From an optimization exercise on the open Yosys and OpenROAD flow, aimed at small area and a short achievable clock period; shortcuts taken in it are not production practice.
At most, simulation tests tie the RTL to the original design; equivalence was not proved.
No activity file was given, so power comes from the tool's default toggle rates.

==> flow/design.v (excerpt) <==
module sigmoid(
	input wire clk,
	input wire reset,
	input wire enable,
	input wire [17:0] x1,
	output reg [15:0] fixed_op
	);
Size in the first run: ~14 flip-flops, about 37 I/O pins.
==> flow/config.mk <==
export PLATFORM = sky130hd
export DESIGN_NAME = sigmoid
export DESIGN_NICKNAME = sigmoid
export VERILOG_FILES = /design/flow/design.v
export SDC_FILE = /design/flow/constraint.sdc
export NUM_CORES = 4
export LEC_CHECK = 0
export ABC_AREA = 1
export CAP_MARGIN = 20
export CORE_MARGIN = 2
export CORE_UTILIZATION = 40
export SETUP_SLACK_MARGIN = 5
export SLEW_MARGIN = 20
==> flow/constraint.sdc <==
create_clock -name core_clock -period 14.0 [get_ports {clk}]
set_input_delay 2.8000 -clock core_clock [delete_from_list [all_inputs] [get_ports {clk}]]
set_output_delay 2.8000 -clock core_clock [all_outputs]
set_load 0.01 [all_outputs]
run.sh (not shown) runs the stock make flow with config.mk's settings and CLKGATE_MAP_FILE= SYNTH_SCRIPT=/design/flow/synth_recipe.tcl, a recipe that flattens the netlist after the stock synthesis.
Next try:
==> flow/flow/run.sh (new file) <==
#!/bin/bash
# The standard layout, with timing repair aiming for extra setup slack.
set -euo pipefail
bash standard.sh SETUP_SLACK_MARGIN=8 finish > standard.log 2>&1
==> flow/standard.sh (new file) <==
#!/bin/bash
# synth_recipe.tcl (not shown) runs the flow's synth.tcl, then flattens the netlist and writes it again
# the make line also repeats each setting of config.mk as NAME=value (left out here)
make -C /OpenROAD-flow-scripts/flow DESIGN_CONFIG=/design/flow/config.mk WORK_HOME=/design/flow/orfs CLKGATE_MAP_FILE= SYNTH_SCRIPT=/design/flow/synth_recipe.tcl "${@:-finish}"
Settings changed: SETUP_SLACK_MARGIN 5 to default.
removed: flow/run.sh
Area after synthesis does not change.
Utilization rises by 15 points.
Routed wire length rises by about 30%.
Non-clock buffer count rises by 74.
No run of this note included a check of the RTL's function; only the layout flow was run.


sigmoid, a different RTL version from the one above (not shown whole).
Size in the first run: ~430 cells after synthesis, ~14 flip-flops, roughly 37 I/O pins, about 3000 sq um of cells after synthesis.
## sigmoid
module sigmoid(
	input wire clk,
	input wire reset,
	input wire enable,
	input wire [17:0] x1,
	output reg [15:0] fixed_op
	);
Settings: LEC_CHECK=0, ABC_AREA=1, CAP_MARGIN=20, CORE_MARGIN=2, CORE_UTILIZATION=60, CTS_BUF_LIST=sky130_fd_sc_hd__clkbuf_4, SLEW_MARGIN=60, SYNTH_HIERARCHICAL=1; clock period 14.0 ns.
standard.sh (not shown) runs the stock make flow with config.mk's settings and CLKGATE_MAP_FILE= SYNTH_SCRIPT=/design/flow/synth_recipe.tcl, a recipe that flattens the netlist after the stock synthesis.
==> flow/flow/run.sh <==
#!/bin/bash
# The standard layout, with two changes:
#  - plain buffers (buf_1) on the ports instead of the default delay-cell buffers;
#  - synthesis runs flow/synth.tcl: synth_recipe.tcl unchanged except that the
#    two-input XOR cells (module sigmoid_xor) are mapped by ABC with an
#    area-only script (flow/xor_area.abc), so they become xor2 cells.
# The make output goes to standard.log; ORFS keeps each step's log under orfs/logs/.
set -euo pipefail
F=$(pwd)/flow
bash standard.sh SYNTH_SCRIPT=$F/synth.tcl MY_XOR_ABC_SCRIPT=$F/xor_area.abc \
  BUFFER_PORTS_ARGS="-buffer_cell sky130_fd_sc_hd__buf_1" finish > standard.log 2>&1
==> flow/flow/synth.tcl <==
proc synth {args} { yosys synth -nofsm -noshare {*}$args }
# synth_recipe.tcl, except that ABC maps the XOR cells (module sigmoid_xor)
# with an area-only script and everything else with the flow's own script.
proc abc {args} {
  set mod_args $args
  set i [lsearch -exact $mod_args -script]
  lset mod_args [expr {$i + 1}] $::env(MY_XOR_ABC_SCRIPT)
  yosys select sigmoid_xor
  yosys abc {*}$mod_args
  yosys select * sigmoid_xor %d
  yosys abc {*}$args
  yosys select -clear
}
source $::env(SCRIPTS_DIR)/synth.tcl
# left out here: clear keep_hierarchy, flatten, clean up, hide names made inside functions, write 1_2_yosys.v
==> flow/flow/xor_area.abc <==
strash
map -a
==> next run, changes <==
==> flow/flow/run.sh (replaced) <==
#!/bin/bash
# The standard layout, with plain buffers (buf_1) on the ports instead of the
# default delay-cell buffers.  The make output goes to standard.log; ORFS keeps
# each step's log under orfs/logs/.
set -euo pipefail
bash standard.sh BUFFER_PORTS_ARGS="-buffer_cell sky130_fd_sc_hd__buf_1" finish > standard.log 2>&1
- SLEW_MARGIN: 60 -> 70
removed: flow/flow/synth.tcl
removed: flow/flow/xor_area.abc
What happened: Global-route usage decreases by 1.2 points; flip-flop and latch count is unchanged; routed wire length increases by about 5.5%.
==> next run, changes <==
==> flow/flow/run.sh (replaced) <==
#!/bin/bash
# The standard layout, with two changes:
#  - plain buffers (buf_1) on the ports instead of the default delay-cell buffers;
#  - synthesis runs flow/synth.tcl: synth_recipe.tcl unchanged except that the
#    two-input XOR cells (module sigmoid_xor) are mapped by ABC with an
#    area-only script (flow/xor_area.abc), so they become xor2 cells.
# The make output goes to standard.log; ORFS keeps each step's log under orfs/logs/.
set -euo pipefail
F=$(pwd)/flow
bash standard.sh SYNTH_SCRIPT=$F/synth.tcl MY_XOR_ABC_SCRIPT=$F/xor_area.abc \
  BUFFER_PORTS_ARGS="-buffer_cell sky130_fd_sc_hd__buf_1" finish > standard.log 2>&1
==> flow/flow/synth.tcl (new file) <==
proc synth {args} { yosys synth -nofsm -noshare {*}$args }
# synth_recipe.tcl, except that ABC maps the XOR cells (module sigmoid_xor)
# with an area-only script and everything else with the flow's own script.
proc abc {args} {
  set mod_args $args
  set i [lsearch -exact $mod_args -script]
  lset mod_args [expr {$i + 1}] $::env(MY_XOR_ABC_SCRIPT)
  yosys select sigmoid_xor
  yosys abc {*}$mod_args
  yosys select * sigmoid_xor %d
  yosys abc {*}$args
  yosys select -clear
}
source $::env(SCRIPTS_DIR)/synth.tcl
# left out here: clear keep_hierarchy, flatten, clean up, hide names made inside functions, write 1_2_yosys.v
==> flow/flow/xor_area.abc (new file) <==
strash
map -a
- SLEW_MARGIN: 70 -> 75
Outcome: Final area went down by 3.7%; wire length went down by 3.8%; area after synthesis went down by 4.2%; final cell count went down by 9.3%; worst setup slack barely changes; worst hold slack gets better by 0.0042 ns; clock power went up by about 7%; die area went down by 4.0%.
==> next run, changes <==
==> flow/flow/run.sh (replaced) <==
#!/bin/bash
# The standard layout, with plain buffers (buf_1) on the ports instead of the
# default delay-cell buffers.  The make output goes to standard.log; ORFS keeps
# each step's log under orfs/logs/.
set -euo pipefail
bash standard.sh BUFFER_PORTS_ARGS="-buffer_cell sky130_fd_sc_hd__buf_1" finish > standard.log 2>&1
- SLEW_MARGIN: 75 -> 60
removed: flow/flow/synth.tcl
removed: flow/flow/xor_area.abc
The new run completed without violations.
Global-route usage went down by 0.45 points.
Combinational power hardly moves.
Clock power went down by a little under a tenth.
Final cell count went up by roughly a tenth.
Total power went down slightly.
Count of clock-buffer cells in the layout stays the same.
Cell area went up by a few percent.
Sequential share of layout area went down by 0.33 points.
Clock skew does not change.
Non-clock buffer count went down by 2.
Synthesized area went up by a few percent.


sigmoid again, from the RTL that the note above started with.
Settings: LEC_CHECK=0, ABC_AREA=1, CAP_MARGIN=20, CORE_MARGIN=2, CORE_UTILIZATION=60, CTS_BUF_LIST=sky130_fd_sc_hd__clkbuf_4, SLEW_MARGIN=50, SYNTH_HIERARCHICAL=1; clock period 14.0 ns.
==> flow/flow/run.sh <==
#!/bin/bash
# The standard layout, with plain buffers (buf_1) on the ports instead of the
# default delay-cell buffers.  The make output goes to standard.log; ORFS keeps
# each step's log under orfs/logs/.
set -euo pipefail
bash standard.sh BUFFER_PORTS_ARGS="-buffer_cell sky130_fd_sc_hd__buf_1" finish > standard.log 2>&1
Change:
==> flow/flow/run.sh (replaced) <==
#!/bin/bash
# The standard layout, with two changes:
#  - plain buffers (buf_2) on the ports instead of the default delay-cell buffers;
#  - synthesis runs flow/synth.tcl: synth_recipe.tcl unchanged except that the
#    two-input XOR cells (module sigmoid_xor) are mapped by ABC with an
#    area-only script (flow/xor_area.abc), so they become xor2 cells.
# The make output goes to standard.log; ORFS keeps each step's log under orfs/logs/.
set -euo pipefail
F=$(pwd)/flow
bash standard.sh SYNTH_SCRIPT=$F/synth.tcl MY_XOR_ABC_SCRIPT=$F/xor_area.abc \
  BUFFER_PORTS_ARGS="-buffer_cell sky130_fd_sc_hd__buf_2" finish > standard.log 2>&1
==> flow/flow/synth.tcl (new file) <==
proc synth {args} { yosys synth -nofsm -noshare {*}$args }
# synth_recipe.tcl, except that ABC maps the XOR cells (module sigmoid_xor)
# with an area-only script and everything else with the flow's own script.
proc abc {args} {
  set mod_args $args
  set i [lsearch -exact $mod_args -script]
  lset mod_args [expr {$i + 1}] $::env(MY_XOR_ABC_SCRIPT)
  yosys select sigmoid_xor
  yosys abc {*}$mod_args
  yosys select * sigmoid_xor %d
  yosys abc {*}$args
  yosys select -clear
}
source $::env(SCRIPTS_DIR)/synth.tcl
# left out here: clear keep_hierarchy, flatten, clean up, hide names made inside functions, write 1_2_yosys.v
==> flow/flow/xor_area.abc (new file) <==
strash
map -a
- SLEW_MARGIN: 50 -> 60
Result:
- The new run passed the timing, design-rule and antenna checks
- worst setup slack improves by 78 ps
- maximum frequency climbs by about 1.1%
- wire length drops by 5.7%
Change:
==> flow/flow/run.sh (replaced) <==
#!/bin/bash
set -euo pipefail
F=$(pwd)/flow
bash standard.sh SYNTH_SCRIPT=$F/synth.tcl MY_ABC_SCRIPT=$F/area.abc \
  BUFFER_PORTS_ARGS="-buffer_cell sky130_fd_sc_hd__buf_1" finish > standard.log 2>&1
==> flow/flow/area.abc (new file) <==
strash
dch
map -a
==> flow/flow/synth.tcl (replaced) <==
proc synth {args} { yosys synth -nofsm -noshare {*}$args }
proc abc {args} {
  if {[info exists ::env(MY_ABC_SCRIPT)]} {
    set i [lsearch -exact $args -script]
    if {$i >= 0} { lset args [expr {$i + 1}] $::env(MY_ABC_SCRIPT) }
  }
  yosys abc {*}$args
}
source $::env(SCRIPTS_DIR)/synth.tcl
# left out here: clear keep_hierarchy, flatten, clean up, hide names made inside functions, write 1_2_yosys.v
removed: flow/flow/xor_area.abc
What happened: Die area shrinks by a few percent; fmax shrinks by about a fifth; design area goes down by a few percent; register-to-register slack improves by 30 ps; routed wire length goes down slightly.
Change:
==> flow/flow/run.sh (replaced) <==
#!/bin/bash
# The standard layout, with plain buffers (buf_1) on the ports instead of the
# default delay-cell buffers.  The make output goes to standard.log; ORFS keeps
# each step's log under orfs/logs/.
set -euo pipefail
bash standard.sh BUFFER_PORTS_ARGS="-buffer_cell sky130_fd_sc_hd__buf_1" finish > standard.log 2>&1
- SLEW_MARGIN: 60 -> 85
removed: flow/flow/area.abc
removed: flow/flow/synth.tcl
Result: Design area goes up by about a fifth. Register-to-register slack is about the same. Total power goes up by roughly a tenth. Die area goes up by roughly a tenth.


== job 9087 ==
sigmoid, a different RTL version from the one above (not shown whole).
Size: about 420 cells after synthesis, roughly 14 flip-flops, roughly 37 I/O pins.
export LEC_CHECK = 0
export ABC_AREA = 1
export CAP_MARGIN = 20
export CORE_MARGIN = 2
export CORE_UTILIZATION = 60
export CTS_BUF_LIST = sky130_fd_sc_hd__clkbuf_4
export SLEW_MARGIN = 20
export SYNTH_HIERARCHICAL = 1
create_clock -name core_clock -period 14.0 [get_ports {clk}]
==> flow/flow/run.sh <==
#!/bin/bash
set -euo pipefail
bash standard.sh BUFFER_PORTS_ARGS="-buffer_cell sky130_fd_sc_hd__buf_1" SETUP_SLACK_MARGIN=6.8 TNS_END_PERCENT=0 finish > standard.log 2>&1
#### Input delta (job 4118 over job 9087)
==> flow/flow/run.sh <==
#!/bin/bash
set -euo pipefail
bash standard.sh BUFFER_PORTS_ARGS="-buffer_cell sky130_fd_sc_hd__buf_1" SETUP_SLACK_MARGIN=7.2 TNS_END_PERCENT=0 finish > standard.log 2>&1
--- outcome ---
The lower all-layer global routing usage of job 9087 and job 4118 is in job 9087. Area growth from synthesis to layout ends up lower on job 9087. Going from job 9087 to job 4118, global-route wire length before repair grows by 5.7%. Delta (job 4118 minus job 9087): combinational power increased about 10%; worst setup timing slack at the placement stage has increased; number of synthesized register bits neither gained nor lost much. Job 4118 against job 9087: register share of total power lost 1.3 points; summed area of non-filler cells in the final layout picked up an extra about 10%; placer congestion estimate picked up an extra 10%.
Relative to job 4118, the following input files were edited for job 7108:
- a change of CORE_UTILIZATION from 60 to 80
==> flow/flow/run.sh <==
#!/bin/bash
# The standard layout, with plain buffers (buf_1) on the ports instead of the
# default delay-cell buffers.  The make output goes to standard.log; ORFS keeps
# each step's log under orfs/logs/.
set -euo pipefail
bash standard.sh BUFFER_PORTS_ARGS="-buffer_cell sky130_fd_sc_hd__buf_1" finish > standard.log 2>&1
==> comparison <==
- Looking at non-clock buffer count, job 7108 sits below job 4118.
- Summary of job 7108 over job 4118: leakage power figure has decreased; headroom to the max-slew limit has increased; power dissipated by switching net loads shrank by 1.5%; sum of routed wire length over all layers saw an increase.
- [job 7108] number of optimization iterations in the first detailed-route pass rose 2 relative to job 4118
- Job 7108 reports a lower die area than job 4118 does.
- Changes observed in job 7108 relative to job 4118: multi-input logic portion of the cell area grew by 6.5 points, global-route wire length before repair grew by about 1.5%.
- Density: job 7108 denser than job 4118
- [job 7108 vs job 4118] area overhead of the layout relative to synthesis: lower in job 7108
[inputs] job 8431 vs job 7108
- putting GPL_TIMING_DRIVEN at 1 where nothing was set
- swapping 80 for 40 in CORE_UTILIZATION
- clearing CTS_BUF_LIST, which used to be sky130_fd_sc_hd__clkbuf_4
Job 8431 did not stop at any stage, and its layout met the timing, design-rule and antenna checks. Clock-pin slew of the registers on the worst-case setup and hold paths in job 8431 is 40 ps below job 7108. Relative to job 7108, job 8431 degrades design area. Internal power component: job 8431 and job 7108 compared, higher one is job 8431. When the final numbers for job 8431 and job 7108 were put side by side, the signed area change from the synthesized netlist to the final layout turned out to be greater in job 8431. Cmp job 8431 vs job 7108: clock share of power higher in job 8431.


run A:
Another version of the RTL of sigmoid (not shown whole).
For scale: roughly 440 cells after synthesis, ~14 flip-flops, roughly 37 I/O pins.
export LEC_CHECK = 0
export ABC_AREA = 1
export CAP_MARGIN = 20
export CORE_MARGIN = 2
export CORE_UTILIZATION = 40
export SLEW_MARGIN = 20
export SYNTH_HIERARCHICAL = 1
export TNS_END_PERCENT = 0
create_clock -name core_clock -period 14.0 [get_ports {clk}]
==> flow/flow/run.sh <==
#!/bin/bash
set -euo pipefail
bash standard.sh BUFFER_PORTS_ARGS="-buffer_cell sky130_fd_sc_hd__buf_1" SETUP_SLACK_MARGIN=7 finish > standard.log 2>&1
Edits applied to the flow inputs when going from run A to run B:
Settings: CORE_UTILIZATION changed from 40 to 70; TNS_END_PERCENT removed (was 0).
==> flow/flow/run.sh <==
#!/bin/bash
# The standard layout, with plain buffers (buf_1) on the ports instead of the
# default delay-cell buffers.  The make output goes to standard.log; ORFS keeps
# each step's log under orfs/logs/.
set -euo pipefail
bash standard.sh BUFFER_PORTS_ARGS="-buffer_cell sky130_fd_sc_hd__buf_1" finish > standard.log 2>&1
Findings:
The beginning of the critical path comes out x1[8] in one run and x1[17] in the other, namely in run B and run A respectively. Run A → run B: number of placement rows -8; sequential share of layout area now larger; arrival time of data at the critical path endpoint climbed 0.85 ns; global placer's final weighted congestion went up; power after layout saw a decrease.
Input-level comparison between run C and run B:
Settings: an added CTS_BUF_LIST of sky130_fd_sc_hd__clkbuf_2 sky130_fd_sc_hd__clkbuf_4.
Compared with run B, in run C largest net degree at the start of global routing held, sequential share of power went up 0.7 points, total global-route track usage went down 0.27 points, growth of design area from synthesis to finish went down 0.45 points.
Run C vs run B, via count went down by 1.9%.
The total routed wire length on the met1 layer was comparable across run C and run B.
Higher fraction of met1 tracks used by global routing goes to run C over run B.
Launch point of the critical path = x1[8]: run B; launch point of the critical path = x1[7]: run C
From run B to run C, cell area after synthesis did not move at all.
Looking at total number of cells along the worst setup path, run C sits 3.7% lower than run B does.
On setup slack: run C sits above run B.
Post-synthesis average cell area: run C vs run B, no meaningful difference

## re-timing with driven ports
The results above use ideal ports. As a check the final layouts listed here were re-extracted and re-timed, cells and wires unchanged. Step 1 sets driving cells, clkbuf_16 on the clock port and buf_2 on the other inputs (assumed; they add their load-dependent delay and slew). Step 2 moves the port delays by t, midway between the first and last clock arrival at a register: inputs arrive t later, outputs are due t later. That takes back most of the time a late clock gives input paths. a / b / c = ideal / step 1 / step 2; a / b = the first two.
run	t, ns	setup WS [ns]	latest minus earliest clock arrival (ns)
the first run of note 1	0.265	5.828 / 5.825 / 5.560	0.003 / 0.002
the second run of note 1	0.263	6.652 / 6.628 / 6.365	0.007 / 0.007
the first run of note 2	0.296	6.804 / 6.798 / 6.502	0.010 / 0.010
the second run of note 2	0.295	6.889 / 6.882 / 6.587	0.006 / 0.006
the third run of note 2	0.315	6.891 / 6.895 / 6.580	0.008 / 0.008
the fourth run of note 2	0.296	6.855 / 6.853 / 6.557	0.006 / 0.006
the first run of note 3	0.296	6.834 / 6.833 / 6.537	0.004 / 0.003
the second run of note 3	0.299	6.912 / 6.916 / 6.616	0.004 / 0.005
the third run of note 3	0.310	5.337 / 5.338 / 5.028	0.001 / 0.002
the fourth run of note 3	0.301	5.483 / 5.480 / 5.179	0.004 / 0.004
job 9087	0.310	6.897 / 6.879 / 6.569	0.013 / 0.014
job 4118	0.310	6.996 / 6.985 / 6.674	0.010 / 0.011
job 7108	0.319	6.422 / 6.423 / 6.104	0.014 / 0.014
job 8431	0.259	6.465 / 6.466 / 6.207	0.004 / 0.004
run A	0.260	7.042 / 7.040 / 6.780	0.002 / 0.002
run B	0.268	6.200 / 6.202 / 5.934	0.005 / 0.006
run C	0.303	6.254 / 6.253 / 5.949	0.006 / 0.005
After both steps every run listed still meets setup and hold. The setup slack of job 9087, which loses most, moves by -0.018 ns with the drivers and by -0.328 ns with both steps.
